This is an optimization exercise on Yosys and OpenROAD, whose aim is small area, not a production implementation. No functional check of the RTL was part of this run.

### run.sh
#!/bin/bash
# synth_recipe.tcl (not shown) runs the flow's synth.tcl, then flattens the netlist and writes it again
# the make line also repeats each setting of config.mk as NAME=value (left out here)
make -C /OpenROAD-flow-scripts/flow DESIGN_CONFIG=/design/flow/config.mk WORK_HOME=/design/flow/orfs CLKGATE_MAP_FILE= SYNTH_SCRIPT=/design/flow/synth_recipe.tcl finish
### config.mk
export PLATFORM = sky130hd
export DESIGN_NAME = FIR_low_pass_filter
export DESIGN_NICKNAME = FIR_low_pass_filter
export VERILOG_FILES = /design/flow/design.v
export SDC_FILE = /design/flow/constraint.sdc
export NUM_CORES = 4
export LEC_CHECK = 0
export CAP_MARGIN = 20
export CORE_MARGIN = 2
export CORE_UTILIZATION = 40
export CTS_BUF_LIST = sky130_fd_sc_hd__clkbuf_8
export SLEW_MARGIN = 20
export SYNTH_HIERARCHICAL = 1
export SYNTH_MINIMUM_KEEP_SIZE = 0
### constraint.sdc
create_clock -name core_clock -period 7.0 [get_ports {clk}]
set_input_delay 1.4000 -clock core_clock [delete_from_list [all_inputs] [get_ports {clk}]]
set_output_delay 1.4000 -clock core_clock [all_outputs]
set_load 0.01 [all_outputs]
### design.v
module FIR_low_pass_filter(
	input clk,
	input rst,
	input [7:0]FIR_IN,
	output reg [16:0]FIR_OUT
);
reg [7:0] d0;
reg [7:0] d1;
reg [7:0] d2;
reg [7:0] d3;
reg [7:0] d4;
reg [7:0] d5;
reg [7:0] d6;
reg [7:0] d7;
reg [7:0] d8;
reg [7:0] d9;
always @(posedge clk or negedge rst)
	if (!rst) begin
		d0 <= 8'b0;
		d1 <= 8'b0;
		d2 <= 8'b0;
		d3 <= 8'b0;
		d4 <= 8'b0;
		d5 <= 8'b0;
		d6 <= 8'b0;
		d7 <= 8'b0;
		d8 <= 8'b0;
		d9 <= 8'b0;
	end else begin
		d0 <= FIR_IN;
		d1 <= d0;
		d2 <= d1;
		d3 <= d2;
		d4 <= d3;
		d5 <= d4;
		d6 <= d5;
		d7 <= d6;
		d8 <= d7;
		d9 <= d8;
	end
wire w1;
wire w2;
wire w4;
wire w5;
wire w7;
wire w9;
wire w11;
wire w13;
wire w15;
wire w17;
wire w19;
wire w20;
wire w22;
wire w24;
wire w26;
wire w28;
wire w30;
wire w32;
wire w34;
wire w35;
wire w37;
wire w39;
wire w41;
wire w43;
wire w45;
wire w47;
wire w49;
wire w50;
wire w52;
wire w54;
wire w56;
wire w58;
wire w59;
wire w61;
wire w62;
wire w64;
wire w65;
wire w67;
wire w68;
wire w70;
wire w71;
wire w73;
wire w75;
wire w77;
wire w79;
wire w81;
wire w83;
wire w85;
wire w86;
wire w88;
wire w90;
wire w92;
wire w94;
wire w96;
wire w98;
wire w100;
wire w101;
wire w103;
wire w104;
wire w106;
wire w107;
wire w109;
wire w110;
wire w112;
wire w113;
wire w115;
wire w116;
wire w118;
wire w119;
wire w121;
wire w122;
wire w124;
wire w126;
wire w128;
wire w130;
wire w131;
wire w133;
wire w134;
wire w136;
wire w138;
wire w140;
wire w142;
wire w144;
wire w146;
wire w148;
wire w149;
wire w151;
wire w153;
wire w155;
wire w157;
wire w159;
wire w161;
wire w163;
wire w164;
wire w166;
wire w168;
wire w170;
wire w172;
wire w174;
wire w176;
wire w178;
wire w179;
wire w181;
wire w183;
wire w185;
wire w187;
wire w188;
wire w190;
wire w191;
wire w193;
wire w194;
wire w196;
wire w197;
wire w199;
wire w201;
wire w203;
wire w205;
wire w207;
wire w209;
wire w211;
wire w212;
wire w214;
wire w216;
wire w218;
wire w220;
wire w222;
wire w224;
wire w226;
wire w227;
wire w229;
wire w231;
wire w233;
wire w235;
wire w237;
wire w239;
wire w241;
wire w242;
wire w244;
wire w245;
wire w247;
wire w248;
wire w250;
wire w251;
wire w253;
wire w254;
wire w256;
wire w257;
wire w259;
wire w260;
wire w262;
wire w263;
wire w265;
wire w267;
wire w269;
wire w271;
wire w273;
wire w275;
wire w276;
wire w278;
wire w279;
wire w281;
wire w282;
wire w284;
wire w285;
wire w287;
wire w289;
wire w291;
wire w293;
wire w295;
wire w297;
wire w299;
wire w300;
wire w302;
wire w304;
wire w306;
wire w308;
wire w310;
wire w312;
wire w314;
wire w315;
wire w317;
wire w319;
wire w321;
wire w323;
wire w325;
wire w327;
wire w329;
wire w331;
wire w333;
wire w335;
wire w336;
wire w338;
wire w339;
wire w341;
wire w342;
wire w344;
wire w345;
wire w347;
wire w349;
wire w351;
wire w353;
wire w355;
wire w357;
wire w359;
wire w360;
wire w362;
wire w364;
wire w366;
wire w368;
wire w370;
wire w372;
wire w374;
wire w375;
wire w377;
wire w379;
wire w381;
wire w383;
wire w385;
wire w387;
wire w389;
wire w391;
wire w393;
wire w395;
wire w396;
wire w398;
wire w399;
wire w401;
wire w402;
wire w404;
wire w405;
wire w407;
wire w408;
wire w410;
wire w411;
wire w413;
wire w414;
wire w416;
wire w417;
wire w419;
wire w420;
wire w422;
wire w423;
wire w425;
wire w426;
wire w428;
wire w429;
wire w431;
wire w432;
wire w434;
wire w435;
wire w437;
wire w438;
wire w440;
wire w441;
wire w443;
wire w444;
wire w446;
wire w447;
wire w449;
wire w450;
wire w452;
wire w453;
wire w455;
wire w456;
wire w458;
wire w459;
wire w461;
wire w462;
wire w464;
wire w465;
wire w467;
wire w468;
wire w470;
wire w471;
wire w473;
wire w474;
wire w476;
wire w477;
wire w479;
wire w480;
wire w482;
wire w483;
wire w485;
wire w486;
wire w488;
wire w489;
wire w491;
wire w492;
wire w494;
wire w495;
wire w497;
wire w498;
wire w500;
wire w501;
wire w503;
wire w504;
wire w506;
wire w507;
wire w509;
wire w510;
wire w512;
wire w513;
wire w515;
wire w516;
wire w518;
wire w519;
wire w521;
wire w522;
wire w524;
wire w525;
wire w527;
wire w528;
wire w530;
wire w531;
wire w533;
wire w534;
wire w536;
wire w537;
wire w539;
wire w540;
wire w542;
wire w543;
wire w545;
wire w546;
wire w548;
wire w549;
wire w551;
wire w552;
wire w554;
wire w556;
wire w558;
wire w560;
wire w562;
wire w564;
wire w566;
wire w567;
wire w569;
wire w571;
wire w573;
wire w575;
wire w577;
wire w579;
wire w581;
wire w582;
wire w584;
wire w586;
wire w588;
wire w590;
wire w592;
wire w594;
wire w596;
wire w598;
wire w600;
wire w602;
wire w604;
wire w606;
wire w608;
fir_ha u3 (.a(d1[0]), .b(d9[0]), .y(w1), .z(w2));
fir_ha u6 (.a(d1[1]), .b(d9[1]), .y(w4), .z(w5));
fir_xr u8 (.a(w4), .b(w2), .y(w7));
fir_aoi u10 (.a(w4), .b(w2), .c(w5), .y(w9));
fir_xn u12 (.a(d1[2]), .b(d9[2]), .y(w11));
fir_xr u14 (.a(w11), .b(w9), .y(w13));
fir_nd u16 (.a(d1[2]), .b(d9[2]), .y(w15));
fir_oai u18 (.a(w11), .b(w9), .c(w15), .y(w17));
fir_ha u21 (.a(d1[3]), .b(d9[3]), .y(w19), .z(w20));
fir_xr u23 (.a(w19), .b(w17), .y(w22));
fir_aoi u25 (.a(w19), .b(w17), .c(w20), .y(w24));
fir_xn u27 (.a(d1[4]), .b(d9[4]), .y(w26));
fir_xr u29 (.a(w26), .b(w24), .y(w28));
fir_nd u31 (.a(d1[4]), .b(d9[4]), .y(w30));
fir_oai u33 (.a(w26), .b(w24), .c(w30), .y(w32));
fir_ha u36 (.a(d1[5]), .b(d9[5]), .y(w34), .z(w35));
fir_xr u38 (.a(w34), .b(w32), .y(w37));
fir_aoi u40 (.a(w34), .b(w32), .c(w35), .y(w39));
fir_xn u42 (.a(d1[6]), .b(d9[6]), .y(w41));
fir_xr u44 (.a(w41), .b(w39), .y(w43));
fir_nd u46 (.a(d1[6]), .b(d9[6]), .y(w45));
fir_oai u48 (.a(w41), .b(w39), .c(w45), .y(w47));
fir_ha u51 (.a(d1[7]), .b(d9[7]), .y(w49), .z(w50));
fir_xr u53 (.a(w49), .b(w47), .y(w52));
fir_aoi u55 (.a(w49), .b(w47), .c(w50), .y(w54));
fir_iv u57 (.a(w54), .y(w56));
fir_ha u60 (.a(d2[0]), .b(d8[0]), .y(w58), .z(w59));
fir_fa u63 (.a(d2[1]), .b(d8[1]), .c(w59), .y(w61), .z(w62));
fir_fa u66 (.a(d2[2]), .b(d8[2]), .c(w62), .y(w64), .z(w65));
fir_fa u69 (.a(d2[3]), .b(d8[3]), .c(w65), .y(w67), .z(w68));
fir_ha u72 (.a(d2[4]), .b(d8[4]), .y(w70), .z(w71));
fir_xr u74 (.a(w70), .b(w68), .y(w73));
fir_aoi u76 (.a(w70), .b(w68), .c(w71), .y(w75));
fir_xn u78 (.a(d2[5]), .b(d8[5]), .y(w77));
fir_xr u80 (.a(w77), .b(w75), .y(w79));
fir_nd u82 (.a(d2[5]), .b(d8[5]), .y(w81));
fir_oai u84 (.a(w77), .b(w75), .c(w81), .y(w83));
fir_ha u87 (.a(d2[6]), .b(d8[6]), .y(w85), .z(w86));
fir_xr u89 (.a(w85), .b(w83), .y(w88));
fir_aoi u91 (.a(w85), .b(w83), .c(w86), .y(w90));
fir_xn u93 (.a(d2[7]), .b(d8[7]), .y(w92));
fir_xr u95 (.a(w92), .b(w90), .y(w94));
fir_nd u97 (.a(d2[7]), .b(d8[7]), .y(w96));
fir_oai u99 (.a(w92), .b(w90), .c(w96), .y(w98));
fir_ha u102 (.a(d3[0]), .b(d7[0]), .y(w100), .z(w101));
fir_fa u105 (.a(d3[1]), .b(d7[1]), .c(w101), .y(w103), .z(w104));
fir_fa u108 (.a(d3[2]), .b(d7[2]), .c(w104), .y(w106), .z(w107));
fir_fa u111 (.a(d3[3]), .b(d7[3]), .c(w107), .y(w109), .z(w110));
fir_fa u114 (.a(d3[4]), .b(d7[4]), .c(w110), .y(w112), .z(w113));
fir_fa u117 (.a(d3[5]), .b(d7[5]), .c(w113), .y(w115), .z(w116));
fir_fa u120 (.a(d3[6]), .b(d7[6]), .c(w116), .y(w118), .z(w119));
fir_ha u123 (.a(d3[7]), .b(d7[7]), .y(w121), .z(w122));
fir_xr u125 (.a(w121), .b(w119), .y(w124));
fir_aoi u127 (.a(w121), .b(w119), .c(w122), .y(w126));
fir_iv u129 (.a(w126), .y(w128));
fir_ha u132 (.a(d4[0]), .b(d6[0]), .y(w130), .z(w131));
fir_ha u135 (.a(d4[1]), .b(d6[1]), .y(w133), .z(w134));
fir_xr u137 (.a(w133), .b(w131), .y(w136));
fir_aoi u139 (.a(w133), .b(w131), .c(w134), .y(w138));
fir_xn u141 (.a(d4[2]), .b(d6[2]), .y(w140));
fir_xr u143 (.a(w140), .b(w138), .y(w142));
fir_nd u145 (.a(d4[2]), .b(d6[2]), .y(w144));
fir_oai u147 (.a(w140), .b(w138), .c(w144), .y(w146));
fir_ha u150 (.a(d4[3]), .b(d6[3]), .y(w148), .z(w149));
fir_xr u152 (.a(w148), .b(w146), .y(w151));
fir_aoi u154 (.a(w148), .b(w146), .c(w149), .y(w153));
fir_xn u156 (.a(d4[4]), .b(d6[4]), .y(w155));
fir_xr u158 (.a(w155), .b(w153), .y(w157));
fir_nd u160 (.a(d4[4]), .b(d6[4]), .y(w159));
fir_oai u162 (.a(w155), .b(w153), .c(w159), .y(w161));
fir_ha u165 (.a(d4[5]), .b(d6[5]), .y(w163), .z(w164));
fir_xr u167 (.a(w163), .b(w161), .y(w166));
fir_aoi u169 (.a(w163), .b(w161), .c(w164), .y(w168));
fir_xn u171 (.a(d4[6]), .b(d6[6]), .y(w170));
fir_xr u173 (.a(w170), .b(w168), .y(w172));
fir_nd u175 (.a(d4[6]), .b(d6[6]), .y(w174));
fir_oai u177 (.a(w170), .b(w168), .c(w174), .y(w176));
fir_ha u180 (.a(d4[7]), .b(d6[7]), .y(w178), .z(w179));
fir_xr u182 (.a(w178), .b(w176), .y(w181));
fir_aoi u184 (.a(w178), .b(w176), .c(w179), .y(w183));
fir_iv u186 (.a(w183), .y(w185));
fir_ha u189 (.a(w1), .b(w130), .y(w187), .z(w188));
fir_fa u192 (.a(w7), .b(w136), .c(w188), .y(w190), .z(w191));
fir_fa u195 (.a(w13), .b(w142), .c(w191), .y(w193), .z(w194));
fir_ha u198 (.a(w22), .b(w151), .y(w196), .z(w197));
fir_xr u200 (.a(w196), .b(w194), .y(w199));
fir_aoi u202 (.a(w196), .b(w194), .c(w197), .y(w201));
fir_xn u204 (.a(w28), .b(w157), .y(w203));
fir_xr u206 (.a(w203), .b(w201), .y(w205));
fir_nd u208 (.a(w28), .b(w157), .y(w207));
fir_oai u210 (.a(w203), .b(w201), .c(w207), .y(w209));
fir_ha u213 (.a(w37), .b(w166), .y(w211), .z(w212));
fir_xr u215 (.a(w211), .b(w209), .y(w214));
fir_aoi u217 (.a(w211), .b(w209), .c(w212), .y(w216));
fir_xn u219 (.a(w43), .b(w172), .y(w218));
fir_xr u221 (.a(w218), .b(w216), .y(w220));
fir_nd u223 (.a(w43), .b(w172), .y(w222));
fir_oai u225 (.a(w218), .b(w216), .c(w222), .y(w224));
fir_ha u228 (.a(w52), .b(w181), .y(w226), .z(w227));
fir_xr u230 (.a(w226), .b(w224), .y(w229));
fir_aoi u232 (.a(w226), .b(w224), .c(w227), .y(w231));
fir_xn u234 (.a(w56), .b(w185), .y(w233));
fir_xr u236 (.a(w233), .b(w231), .y(w235));
fir_nd u238 (.a(w56), .b(w185), .y(w237));
fir_oai u240 (.a(w233), .b(w231), .c(w237), .y(w239));
fir_ha u243 (.a(d5[0]), .b(w100), .y(w241), .z(w242));
fir_fa u246 (.a(d5[1]), .b(w242), .c(w103), .y(w244), .z(w245));
fir_fa u249 (.a(d5[2]), .b(w106), .c(w245), .y(w247), .z(w248));
fir_fa u252 (.a(d5[3]), .b(w109), .c(w248), .y(w250), .z(w251));
fir_fa u255 (.a(d5[4]), .b(w112), .c(w251), .y(w253), .z(w254));
fir_fa u258 (.a(d5[5]), .b(w115), .c(w254), .y(w256), .z(w257));
fir_fa u261 (.a(d5[6]), .b(w118), .c(w257), .y(w259), .z(w260));
fir_ha u264 (.a(d5[7]), .b(w124), .y(w262), .z(w263));
fir_xr u266 (.a(w262), .b(w260), .y(w265));
fir_aoi u268 (.a(w262), .b(w260), .c(w263), .y(w267));
fir_xn u270 (.a(w128), .b(w267), .y(w269));
fir_nab u272 (.a(w267), .b(w128), .y(w271));
fir_iv u274 (.a(w271), .y(w273));
fir_ha u277 (.a(w58), .b(w187), .y(w275), .z(w276));
fir_fa u280 (.a(w61), .b(w276), .c(w190), .y(w278), .z(w279));
fir_fa u283 (.a(w64), .b(w193), .c(w279), .y(w281), .z(w282));
fir_ha u286 (.a(w67), .b(w199), .y(w284), .z(w285));
fir_xr u288 (.a(w284), .b(w282), .y(w287));
fir_aoi u290 (.a(w284), .b(w282), .c(w285), .y(w289));
fir_xn u292 (.a(w205), .b(w73), .y(w291));
fir_xr u294 (.a(w291), .b(w289), .y(w293));
fir_nd u296 (.a(w205), .b(w73), .y(w295));
fir_oai u298 (.a(w291), .b(w289), .c(w295), .y(w297));
fir_ha u301 (.a(w79), .b(w214), .y(w299), .z(w300));
fir_xr u303 (.a(w299), .b(w297), .y(w302));
fir_aoi u305 (.a(w299), .b(w297), .c(w300), .y(w304));
fir_xn u307 (.a(w220), .b(w88), .y(w306));
fir_xr u309 (.a(w306), .b(w304), .y(w308));
fir_nd u311 (.a(w220), .b(w88), .y(w310));
fir_oai u313 (.a(w306), .b(w304), .c(w310), .y(w312));
fir_ha u316 (.a(w94), .b(w229), .y(w314), .z(w315));
fir_xr u318 (.a(w314), .b(w312), .y(w317));
fir_aoi u320 (.a(w314), .b(w312), .c(w315), .y(w319));
fir_xn u322 (.a(w235), .b(w98), .y(w321));
fir_xr u324 (.a(w321), .b(w319), .y(w323));
fir_nd u326 (.a(w235), .b(w98), .y(w325));
fir_oai u328 (.a(w321), .b(w319), .c(w325), .y(w327));
fir_xr u330 (.a(w239), .b(w327), .y(w329));
fir_nd u332 (.a(w239), .b(w327), .y(w331));
fir_iv u334 (.a(w331), .y(w333));
fir_ha u337 (.a(w241), .b(w244), .y(w335), .z(w336));
fir_fa u340 (.a(w244), .b(w336), .c(w247), .y(w338), .z(w339));
fir_fa u343 (.a(w247), .b(w250), .c(w339), .y(w341), .z(w342));
fir_ha u346 (.a(w250), .b(w253), .y(w344), .z(w345));
fir_xr u348 (.a(w344), .b(w342), .y(w347));
fir_aoi u350 (.a(w344), .b(w342), .c(w345), .y(w349));
fir_xn u352 (.a(w256), .b(w253), .y(w351));
fir_xr u354 (.a(w351), .b(w349), .y(w353));
fir_nd u356 (.a(w256), .b(w253), .y(w355));
fir_oai u358 (.a(w351), .b(w349), .c(w355), .y(w357));
fir_ha u361 (.a(w256), .b(w259), .y(w359), .z(w360));
fir_xr u363 (.a(w359), .b(w357), .y(w362));
fir_aoi u365 (.a(w359), .b(w357), .c(w360), .y(w364));
fir_xn u367 (.a(w265), .b(w259), .y(w366));
fir_xr u369 (.a(w366), .b(w364), .y(w368));
fir_nd u371 (.a(w265), .b(w259), .y(w370));
fir_oai u373 (.a(w366), .b(w364), .c(w370), .y(w372));
fir_ha u376 (.a(w265), .b(w269), .y(w374), .z(w375));
fir_xr u378 (.a(w374), .b(w372), .y(w377));
fir_aoi u380 (.a(w374), .b(w372), .c(w375), .y(w379));
fir_xn u382 (.a(w273), .b(w269), .y(w381));
fir_xr u384 (.a(w381), .b(w379), .y(w383));
fir_nd u386 (.a(w273), .b(w269), .y(w385));
fir_oai u388 (.a(w381), .b(w379), .c(w385), .y(w387));
fir_xr u390 (.a(w273), .b(w387), .y(w389));
fir_nd u392 (.a(w273), .b(w387), .y(w391));
fir_iv u394 (.a(w391), .y(w393));
fir_ha u397 (.a(w241), .b(w275), .y(w395), .z(w396));
fir_fa u400 (.a(w187), .b(w396), .c(w335), .y(w398), .z(w399));
fir_ha u403 (.a(w278), .b(w398), .y(w401), .z(w402));
fir_fa u406 (.a(w275), .b(w190), .c(w399), .y(w404), .z(w405));
fir_fa u409 (.a(w281), .b(w338), .c(w402), .y(w407), .z(w408));
fir_ha u412 (.a(w404), .b(w407), .y(w410), .z(w411));
fir_fa u415 (.a(w193), .b(w278), .c(w287), .y(w413), .z(w414));
fir_fa u418 (.a(w405), .b(w341), .c(w408), .y(w416), .z(w417));
fir_fa u421 (.a(w413), .b(w411), .c(w416), .y(w419), .z(w420));
fir_fa u424 (.a(w241), .b(w199), .c(w281), .y(w422), .z(w423));
fir_fa u427 (.a(w293), .b(w422), .c(w414), .y(w425), .z(w426));
fir_fa u430 (.a(w347), .b(w417), .c(w425), .y(w428), .z(w429));
fir_ha u433 (.a(w420), .b(w428), .y(w431), .z(w432));
fir_fa u436 (.a(w335), .b(w205), .c(w287), .y(w434), .z(w435));
fir_fa u439 (.a(w423), .b(w302), .c(w434), .y(w437), .z(w438));
fir_fa u442 (.a(w426), .b(w437), .c(w353), .y(w440), .z(w441));
fir_fa u445 (.a(w429), .b(w440), .c(w432), .y(w443), .z(w444));
fir_fa u448 (.a(w338), .b(w214), .c(w293), .y(w446), .z(w447));
fir_fa u451 (.a(w435), .b(w308), .c(w446), .y(w449), .z(w450));
fir_fa u454 (.a(w438), .b(w449), .c(w441), .y(w452), .z(w453));
fir_fa u457 (.a(w362), .b(w452), .c(w444), .y(w455), .z(w456));
fir_fa u460 (.a(d5[0]), .b(w130), .c(w220), .y(w458), .z(w459));
fir_fa u463 (.a(w341), .b(w302), .c(w458), .y(w461), .z(w462));
fir_fa u466 (.a(w447), .b(w317), .c(w461), .y(w464), .z(w465));
fir_fa u469 (.a(w450), .b(w464), .c(w368), .y(w467), .z(w468));
fir_fa u472 (.a(w453), .b(w467), .c(w456), .y(w470), .z(w471));
fir_fa u475 (.a(d5[1]), .b(w136), .c(w229), .y(w473), .z(w474));
fir_fa u478 (.a(w459), .b(w308), .c(w347), .y(w476), .z(w477));
fir_fa u481 (.a(w473), .b(w462), .c(w323), .y(w479), .z(w480));
fir_fa u484 (.a(w476), .b(w465), .c(w479), .y(w482), .z(w483));
fir_fa u487 (.a(w377), .b(w482), .c(w468), .y(w485), .z(w486));
fir_fa u490 (.a(d5[2]), .b(w142), .c(w235), .y(w488), .z(w489));
fir_fa u493 (.a(w474), .b(w317), .c(w488), .y(w491), .z(w492));
fir_fa u496 (.a(w353), .b(w477), .c(w329), .y(w494), .z(w495));
fir_fa u499 (.a(w491), .b(w480), .c(w494), .y(w497), .z(w498));
fir_fa u502 (.a(w483), .b(w383), .c(w497), .y(w500), .z(w501));
fir_fa u505 (.a(d5[3]), .b(w151), .c(w239), .y(w503), .z(w504));
fir_fa u508 (.a(w489), .b(w503), .c(w323), .y(w506), .z(w507));
fir_fa u511 (.a(w333), .b(w492), .c(w506), .y(w509), .z(w510));
fir_fa u514 (.a(w362), .b(w495), .c(w509), .y(w512), .z(w513));
fir_fa u517 (.a(w498), .b(w389), .c(w512), .y(w515), .z(w516));
fir_fa u520 (.a(d5[4]), .b(w157), .c(w504), .y(w518), .z(w519));
fir_fa u523 (.a(w329), .b(w518), .c(w507), .y(w521), .z(w522));
fir_fa u526 (.a(w368), .b(w510), .c(w521), .y(w524), .z(w525));
fir_fa u529 (.a(w393), .b(w513), .c(w524), .y(w527), .z(w528));
fir_fa u532 (.a(d5[5]), .b(w166), .c(w333), .y(w530), .z(w531));
fir_fa u535 (.a(w519), .b(w530), .c(w522), .y(w533), .z(w534));
fir_fa u538 (.a(w377), .b(w533), .c(w525), .y(w536), .z(w537));
fir_fa u541 (.a(d5[6]), .b(w172), .c(w531), .y(w539), .z(w540));
fir_fa u544 (.a(w539), .b(w383), .c(w534), .y(w542), .z(w543));
fir_fa u547 (.a(d5[7]), .b(w181), .c(w540), .y(w545), .z(w546));
fir_fa u550 (.a(w389), .b(w545), .c(w543), .y(w548), .z(w549));
fir_fa u553 (.a(w185), .b(w393), .c(w546), .y(w551), .z(w552));
fir_xr u555 (.a(w485), .b(w471), .y(w554));
fir_nd u557 (.a(w485), .b(w471), .y(w556));
fir_xn u559 (.a(w486), .b(w500), .y(w558));
fir_xr u561 (.a(w558), .b(w556), .y(w560));
fir_nd u563 (.a(w486), .b(w500), .y(w562));
fir_oai u565 (.a(w558), .b(w556), .c(w562), .y(w564));
fir_ha u568 (.a(w501), .b(w515), .y(w566), .z(w567));
fir_xr u570 (.a(w566), .b(w564), .y(w569));
fir_aoi u572 (.a(w566), .b(w564), .c(w567), .y(w571));
fir_xn u574 (.a(w516), .b(w527), .y(w573));
fir_xr u576 (.a(w573), .b(w571), .y(w575));
fir_nd u578 (.a(w516), .b(w527), .y(w577));
fir_oai u580 (.a(w573), .b(w571), .c(w577), .y(w579));
fir_ha u583 (.a(w528), .b(w536), .y(w581), .z(w582));
fir_xr u585 (.a(w581), .b(w579), .y(w584));
fir_aoi u587 (.a(w581), .b(w579), .c(w582), .y(w586));
fir_xn u589 (.a(w537), .b(w542), .y(w588));
fir_xr u591 (.a(w588), .b(w586), .y(w590));
fir_nd u593 (.a(w537), .b(w542), .y(w592));
fir_oai u595 (.a(w588), .b(w586), .c(w592), .y(w594));
fir_xr u597 (.a(w548), .b(w594), .y(w596));
fir_nd u599 (.a(w548), .b(w594), .y(w598));
fir_xn u601 (.a(w549), .b(w551), .y(w600));
fir_xr u603 (.a(w600), .b(w598), .y(w602));
fir_nd u605 (.a(w549), .b(w551), .y(w604));
fir_oai u607 (.a(w600), .b(w598), .c(w604), .y(w606));
fir_xr u609 (.a(w552), .b(w606), .y(w608));
wire [16:0] y = {w608, w602, w596, w590, w584, w575, w569, w560, w554, w470, w455, w443, w431, w419, w410, w401, w395};
always @(posedge clk or negedge rst)
	if (!rst)
		FIR_OUT <= 17'b0;
	else
		FIR_OUT <= y;
endmodule
module fir_aoi(input a, input b, input c, output y);
	assign y = ~((a & b) | c);
endmodule
module fir_fa(input a, input b, input c, output y, output z);
	assign y = a ^ b ^ c;
	assign z = (a & b) | (a & c) | (b & c);
endmodule
module fir_ha(input a, input b, output y, output z);
	assign y = a ^ b;
	assign z = a & b;
endmodule
module fir_iv(input a, output y);
	assign y = ~a;
endmodule
module fir_nab(input a, input b, output y);
	assign y = ~(~a & b);
endmodule
module fir_nd(input a, input b, output y);
	assign y = ~(a & b);
endmodule
module fir_oai(input a, input b, input c, output y);
	assign y = ~((a | b) & c);
endmodule
module fir_xn(input a, input b, output y);
	assign y = ~(a ^ b);
endmodule
module fir_xr(input a, input b, output y);
	assign y = a ^ b;
endmodule
==> run_results.csv <==
group,metric,value,unit
status,outcome,"complete, no violations",
global_route,grt_pass1_wl,15100,µm
die,core_region_area,13100,µm²
drt,wire_length_per_cell_after_detailed_routing,15.1,µm
die,top_level_ports,27,
drt,routed_wirelength,8790,µm
setup_path,ff2ff_path_depth,23,
setup_path,worstPathArrival,6990,ps
layout,number_of_antenna_cells_inserted,0,
yosys,synth.cell_area,5320,µm²
die,floorplan.die_area,14200,µm²
setup_path,worst_setup_ep_type,"flip-flop",
global_route,grt_antenna_before_repair,0,
hold_path,min_delay_path_depth,0,
sta,worst_pin_slew,703,ps
drt,dr.pass1.iters,4,
clock_network,cts.path.max_buffers,2,
yosys,seq_area_frac_synth,45.6,%
place,place_worst_setup_slack,21.5,ps
clock_network,cts_inserted_buffers,9,
clock_network,worstSkewPairLatency,370,ps
global_route,groute.usage.overall,14.3,%
clock_network,cts_tree,"done",
layout,final.fill_count,1158,
die,initial_utilization,40.5,%
sta,min_period,6720,ps
global_route,first_global_vias,2989,
sta,number_of_pins_exceeding_their_max_slew_limit_in_the_final_report,0,
drt,via_count,2627,
drt,detail_route.iter0.violations,79,
drt,viasPerCell,4.51,
yosys,yosys.area.top_type,"sky130_fd_sc_hd__dfrtp_1",
global_route,maximum_number_of_pins_on_one_net_before_global_route_repair,58,
hold_path,hold_path_class,"flip-flop to flip-flop",
layout,area_growth_syn_to_layout,18.3,%
drt,drtAntennaViolNets,0,
clock_network,hold_buffers,0,
run,drv.max_cap_violation_count,0,
yosys,syn_nets,464,
sta,final_critical_path_setup_slack,276,ps
place,place_hpwl,7040,µm
layout,nets,517,
yosys,postSynthCellCount,349,
yosys,yosys_warnings,7,
yosys,synth_largest_type_area_fraction,45.6,%
place,io_buffers,26,
sta,clock.fmax,149,MHz
die,die_w,119,µm
die,die_h,119,µm
setup_path,worst-endpoint-required,7270,ps
clock_network,cts_clock_pin_slew_for_the_worst_setup_and_hold_paths,100,ps
sta,finalCritPeriodShare,96.1,%
layout,fraction_of_layout_cells_with_a_size_suffix_above_1,19.7,%
sta,final-setup-viol-count,0,
sta,slew-limit-headroom,53.1,%
setup_path,path_max_fanout,3,
clock_network,root_buffer,"sky130_fd_sc_hd__clkbuf_8",
setup_path,critPathLaunchType,"flip-flop",
clock_network,ctsHtreeMaxLevel,3,
yosys,synth.lib_cells_used.distinct,10,
sta,total_negative_setup_slacks,0,ps
sta,finalHoldViolations,0,
clock_network,numClockSinks,97,
yosys,synth_area_leaders,"sky130_fd_sc_hd__dfrtp_1 (46%), sky130_fd_sc_hd__fa_1 (26%), sky130_fd_sc_hd__ha_1 (8.2%)",
global_route,grt_remaining_overflow,0,
die,row_count,42,
drt,post-route-drc-count,0,
place,finalWeightedCongestion,0.748,
setup_path,worstSetupPathType,"flip-flop to flip-flop",
yosys,number_of_synthesized_register_bits,97,
yosys,syn_avg_cell_area,15.2,µm²
sta,finClkSkew,9.57,ps
==> Yosys stat by module (local to each module, per instance) <==
| module | cells inside | area [µm²] |
|---|---|---|
| fir_xn | 1 | 8.76 |
| fir_nd | 1 | 3.75 |
| fir_aoi | 1 | 8.76 |
| fir_iv | 1 | 3.75 |
| FIR_low_pass_filter | 97 | 2430 |
| fir_ha | 1 | 12.5 |
| fir_fa | 1 | 20.0 |
| fir_xr | 1 | 8.76 |
| fir_oai | 1 | 5.00 |
| fir_nab | 1 | 6.26 |
==> cell usage after synthesis, drive strengths merged <==
| library cell | count |
|---|---|
| inv | 6 |
| xnor2 | 22 |
| dfrtp | 97 |
| o21ai | 21 |
| a21oi | 23 |
| nand2b | 1 |
| xor2 | 49 |
| ha | 35 |
| nand2 | 25 |
| fa | 70 |
==> sequential cells by signal, indices dropped and copies added, names as in the netlist <==
register / count
d2: 8
d4: 8
d1: 8
d8: 8
d5: 8
d0: 8
d7: 8
d9: 8
FIR_OUT: 17
d6: 8
d3: 8
==> cell usage in the layout, fill, tap and decap left out <==
master                            count
sky130_fd_sc_hd__a21oi_2             22
sky130_fd_sc_hd__a21oi_4              1
sky130_fd_sc_hd__buf_4               17
sky130_fd_sc_hd__bufinv_16            2
sky130_fd_sc_hd__clkbuf_8            10
sky130_fd_sc_hd__clkdlybuf4s50_1     25
sky130_fd_sc_hd__clkinv_2             1
sky130_fd_sc_hd__clkinvlp_4           2
sky130_fd_sc_hd__dfrtp_1             97
sky130_fd_sc_hd__fa_1                68
sky130_fd_sc_hd__fa_2                 2
sky130_fd_sc_hd__ha_1                34
sky130_fd_sc_hd__ha_2                 1
sky130_fd_sc_hd__inv_1                6
sky130_fd_sc_hd__inv_6                1
sky130_fd_sc_hd__nand2_1             25
sky130_fd_sc_hd__nand2b_1             1
sky130_fd_sc_hd__o21ai_1             15
sky130_fd_sc_hd__o21ai_2              6
sky130_fd_sc_hd__xnor2_1             19
sky130_fd_sc_hd__xnor2_2              3
sky130_fd_sc_hd__xor2_1              37
sky130_fd_sc_hd__xor2_2              12
==> final timing paths <==
path | start | endpoint | slack [ps]
worst min register to register | d0[0] | d1[0] | 350
worst max-delay path | d7[0] | FIR_OUT[16] | 280
max in group asynchronous | rst | d8[3] | 4910
min in group asynchronous | rst | d7[2] | 1010
worst max register to register | d7[0] | FIR_OUT[16] | 280
worst min-delay path | d0[0] | d1[0] | 350
==> per-stage QoR <==
step	utilization, %	hold WS (ps)	std cells	cell area (µm²)
floorplan	-	331	349	5320
global placement	44.7	333	561	5870
detailed placement	44.7	335	561	5870
CTS	46.4	356	577	6100
global route	47.9	361	583	6290
finish	47.9	354	583	6290
==> cells by family (layout without fill, tap and decap cells) <==
kind of cell	after synthesis	after routing	synth area share (%)
AO/OA/AOI/OAI	44	44	5.76
XOR/XNOR	71	71	11.7
adder cells (fa/ha/maj)	105	105	34.6
buffers and inverters	6	64	0.423
flip-flops	97	97	45.6
AND/OR/NAND/NOR	26	26	1.88
==> worst max-delay path, cell delays in order, from the launching register on <==
cell and delay, ps:
sky130_fd_sc_hd__dfrtp_1 410, sky130_fd_sc_hd__ha_1 200, sky130_fd_sc_hd__fa_1 400, sky130_fd_sc_hd__fa_1 400, sky130_fd_sc_hd__fa_1 410, sky130_fd_sc_hd__fa_1 400, sky130_fd_sc_hd__fa_1 470, sky130_fd_sc_hd__fa_1 430
sky130_fd_sc_hd__fa_1 520, sky130_fd_sc_hd__ha_2 410, sky130_fd_sc_hd__a21oi_4 80, sky130_fd_sc_hd__o21ai_2 220, sky130_fd_sc_hd__a21oi_2 120, sky130_fd_sc_hd__o21ai_2 200, sky130_fd_sc_hd__xor2_2 270, sky130_fd_sc_hd__fa_1 460
sky130_fd_sc_hd__ha_1 320, sky130_fd_sc_hd__a21oi_2 200, sky130_fd_sc_hd__o21ai_2 90, sky130_fd_sc_hd__a21oi_2 180, sky130_fd_sc_hd__o21ai_2 90, sky130_fd_sc_hd__nand2_1 90, sky130_fd_sc_hd__o21ai_1 90, sky130_fd_sc_hd__xor2_1 160
==> layer usage <==
layer | share of wire [%] | global-route usage (%)
met1 | 47 | 19.1
met2 | 49 | 22.7
met3 | 2.8 | 4.26
met4 | 1.3 | 4.19
met5 | 0 | 0
==> area by class of cell <==
cell class | instances | area (µm²) | share of cell area [%]
sequential | 97 | 2430 | 38.6
clock buffer | 10 | 138 | 2.19
timing repair buffer | 42 | 378 | 6.01
tap | 176 | 220 | 3.50
multi-input combinational | 246 | 3020 | 48.0
clock inverter | 6 | 88.8 | 1.41
inverter | 6 | 22.5 | 0.358
==> repair_timing <==
item	CTS	global route
buffers inserted	0	6
resized for setup	0	25
setup endpoints to repair	0	3

-- static timing again, ports no longer ideal --
How much do the figures lean on ideal ports? The routed layout below was timed once more, with nothing changed but the port constraints. Step 1 assumes that a clkbuf_16 drives the clock port and a buf_2 every other input. Step 2 also shifts input and output timing later by t, the mid clock arrival at the registers, as if the neighbouring blocks saw the same clock. Slacks: ideal ports / drivers / drivers and shift; pairs: ideal ports / drivers.
t, ns: 0.402
setup slack, ns: 0.276 / 0.276 / 0.276
slew at the worst register clock pin (ns): 0.10 / 0.10
After both steps this run still meets setup and hold. The setup slack of this run moves by 0.000 ns with the drivers and by 0.000 ns with both steps.
